Source: an optimization exercise on an open RTL-to-GDS flow (aim: small area). Production flows keep margins and buffers that such runs may drop. No driver is modelled on the clock port, so clocking that relies on it looks cheaper here than on a real chip.

Setup of the reference run:
// blink
module blink(input signed [23:0] ins, output signed [23:0] outs,
             output signed [23:0] peak_out, output valid_out,
             input clk, input rst);
==> flow/config.mk <==
export PLATFORM = sky130hd
export DESIGN_NAME = blink
export DESIGN_NICKNAME = blink
export VERILOG_FILES = /design/flow/design.v
export SDC_FILE = /design/flow/constraint.sdc
export NUM_CORES = 4
export LEC_CHECK = 0
export CAP_MARGIN = 20
export CORE_MARGIN = 2
export CORE_UTILIZATION = 70
export CTS_BUF_LIST = sky130_fd_sc_hd__clkbuf_8
export CTS_CLUSTER_DIAMETER = 200
export CTS_CLUSTER_SIZE = 40
export GPL_TIMING_DRIVEN = 0
export SLEW_MARGIN = 20
export SYNTH_HIERARCHICAL = 1
export SYNTH_MINIMUM_KEEP_SIZE = 0
==> flow/constraint.sdc <==
create_clock -name core_clock -period 25.0 [get_ports {clk}]
set_input_delay 5.0000 -clock core_clock [delete_from_list [all_inputs] [get_ports {clk}]]
set_output_delay 5.0000 -clock core_clock [all_outputs]
set_load 0.01 [all_outputs]
standard.sh (not shown) runs the stock make flow with config.mk's settings and CLKGATE_MAP_FILE= SYNTH_SCRIPT=/design/flow/synth_recipe.tcl, a recipe that flattens the netlist after the stock synthesis.
==> flow/flow/run.sh <==
#!/bin/bash
# The standard layout (standard.sh, with the standard synthesis), with three
# changes to how it is made:
#  - every port still gets a buffer, but the smallest one (buf_1) instead of
#    the delay buffer buffer_ports picks by itself;
#  - clock tree synthesis adds no dummy loads to balance the tree;
#  - setup repair only resizes gates and swaps pins (no new buffers).
# ORFS's full output goes to standard.log here; each step's own log is kept
# under orfs/logs/.
set -euo pipefail
export BUFFER_PORTS_ARGS="-buffer_cell sky130_fd_sc_hd__buf_1"
export CTS_ARGS="-sink_clustering_enable -repair_clock_nets -dont_use_dummy_load -buf_list sky130_fd_sc_hd__clkbuf_8 -sink_clustering_size 40 -sink_clustering_max_diameter 200"
export SETUP_MOVE_SEQUENCE="unbuffer,sizeup,swap"
export PRE_CTS_TCL=$PWD/flow/pre_cts.tcl
export POST_CTS_TCL=$PWD/flow/post_cts.tcl
bash standard.sh > standard.log 2>&1
==> flow/flow/post_cts.tcl <==
set_max_fanout 100000 [current_design]
==> flow/flow/pre_cts.tcl <==
set_max_fanout 40 [current_design]
The reference run has completed all stages; timing, DRC and antenna checks passed.
--- input diff the reference run..the trial run ---
diff --git a/flow/flow/run.sh b/flow/flow/run.sh
--- a/flow/flow/run.sh
+++ b/flow/flow/run.sh
@@ -13,4 +13,2 @@
 export SETUP_MOVE_SEQUENCE="unbuffer,sizeup,swap"
-export PRE_CTS_TCL=$PWD/flow/pre_cts.tcl
-export POST_CTS_TCL=$PWD/flow/post_cts.tcl
 bash standard.sh > standard.log 2>&1
removed: flow/flow/post_cts.tcl
removed: flow/flow/pre_cts.tcl
### Flow results
The trial run | status: complete | timing, DRC, antenna: pass
The reference run → the trial run: fill cell instance count of the final layout level; placer's final routability congestion estimate level; met2 track utilization from global routing level.
Function was not checked in any run of this note: the RTL went through the layout flow alone.

== the previous run ==
Another version of the RTL of blink (not shown whole).
Size in the first run: roughly 75 I/O pins, roughly 11000 um2 of cells after synthesis.
==> flow/config.mk <==
export PLATFORM = sky130hd
export DESIGN_NAME = blink
export DESIGN_NICKNAME = blink
export VERILOG_FILES = /design/flow/design.v
export SDC_FILE = /design/flow/constraint.sdc
export NUM_CORES = 4
export LEC_CHECK = 0
export CAP_MARGIN = 20
export CORE_MARGIN = 2
export CORE_UTILIZATION = 70
export CTS_BUF_LIST = sky130_fd_sc_hd__clkbuf_8
export CTS_CLUSTER_DIAMETER = 200
export CTS_CLUSTER_SIZE = 40
export SLEW_MARGIN = 20
export SYNTH_HIERARCHICAL = 1
export SYNTH_MINIMUM_KEEP_SIZE = 0
==> flow/constraint.sdc <==
create_clock -name core_clock -period 25.0 [get_ports {clk}]
set_input_delay 5.0000 -clock core_clock [delete_from_list [all_inputs] [get_ports {clk}]]
set_output_delay 5.0000 -clock core_clock [all_outputs]
set_load 0.01 [all_outputs]
==> flow/flow/run.sh <==
#!/bin/bash
# The standard layout, with two changes to how it is made:
#  - every port still gets a buffer, but the smallest one (buf_1) instead of
#    the delay buffer buffer_ports picks by itself;
#  - clock tree synthesis adds no dummy loads to balance the tree.
set -euo pipefail
export BUFFER_PORTS_ARGS="-buffer_cell sky130_fd_sc_hd__buf_1"
export CTS_ARGS="-sink_clustering_enable -repair_clock_nets -dont_use_dummy_load -buf_list {sky130_fd_sc_hd__clkbuf_4 sky130_fd_sc_hd__clkbuf_8} -sink_clustering_size 16 -sink_clustering_max_diameter 100"
bash standard.sh > standard.log 2>&1
Inputs modified between the previous run and the current run:
-- flow/flow/run.sh --
<<< the previous run, line 8
export CTS_ARGS="-sink_clustering_enable -repair_clock_nets -dont_use_dummy_load -buf_list {sky130_fd_sc_hd__clkbuf_4 sky130_fd_sc_hd__clkbuf_8} -sink_clustering_size 16 -sink_clustering_max_diameter 100"
>>> the current run, line 8
export CTS_ARGS="-sink_clustering_enable -repair_clock_nets -dont_use_dummy_load -buf_list sky130_fd_sc_hd__clkbuf_8 -sink_clustering_size 30 -sink_clustering_max_diameter 400"
## What came out
From the previous run to the current run, initial cell density of the core did not move at all. The current run vs. the previous run: post-cts sizing count has remained practically unchanged; sequential cell count closely matched the old numbers. [compare] base=the previous run new=the current run: routed wire length has remained practically unchanged; pin count of the biggest net entering global routing did not really move.
No functional check of the RTL was part of any run of this note.

re-timing with driven ports:
No port has a modelled driver above. Below, the same layouts with a new extraction and two added sets of constraints.
Step 1 sets driving cells, clkbuf_16 on the clock port and buf_2 on the other inputs (assumed; they add their load-dependent delay and slew).
Step 2, shift: input delay + t, output delay - t, t = (earliest + latest rising clock arrival at the registers) / 2. This alone moves slack from input paths to output paths.
Three values: no drivers, after step 1, after step 2; two values: the first two.
run | t, ns | setup WS [ns] | hold WS [ns] | latest minus earliest clock arrival (ns) | worst data-port slew with drivers (ns)
the reference run | 0.489 | 0.474 / 0.454 / 0.454 | 0.450 / 0.450 / 0.450 | 0.021 / 0.021 | 0.03
the trial run | 0.489 | 0.474 / 0.454 / 0.454 | 0.450 / 0.450 / 0.450 | 0.021 / 0.021 | 0.03
the previous run | 0.484 | 0.383 / 0.357 / 0.357 | 0.528 / 0.528 / 0.528 | 0.017 / 0.017 | 0.03
the current run | 0.484 | 0.383 / 0.357 / 0.357 | 0.528 / 0.528 / 0.528 | 0.017 / 0.017 | 0.03
After both steps setup and hold are still met in every run listed.
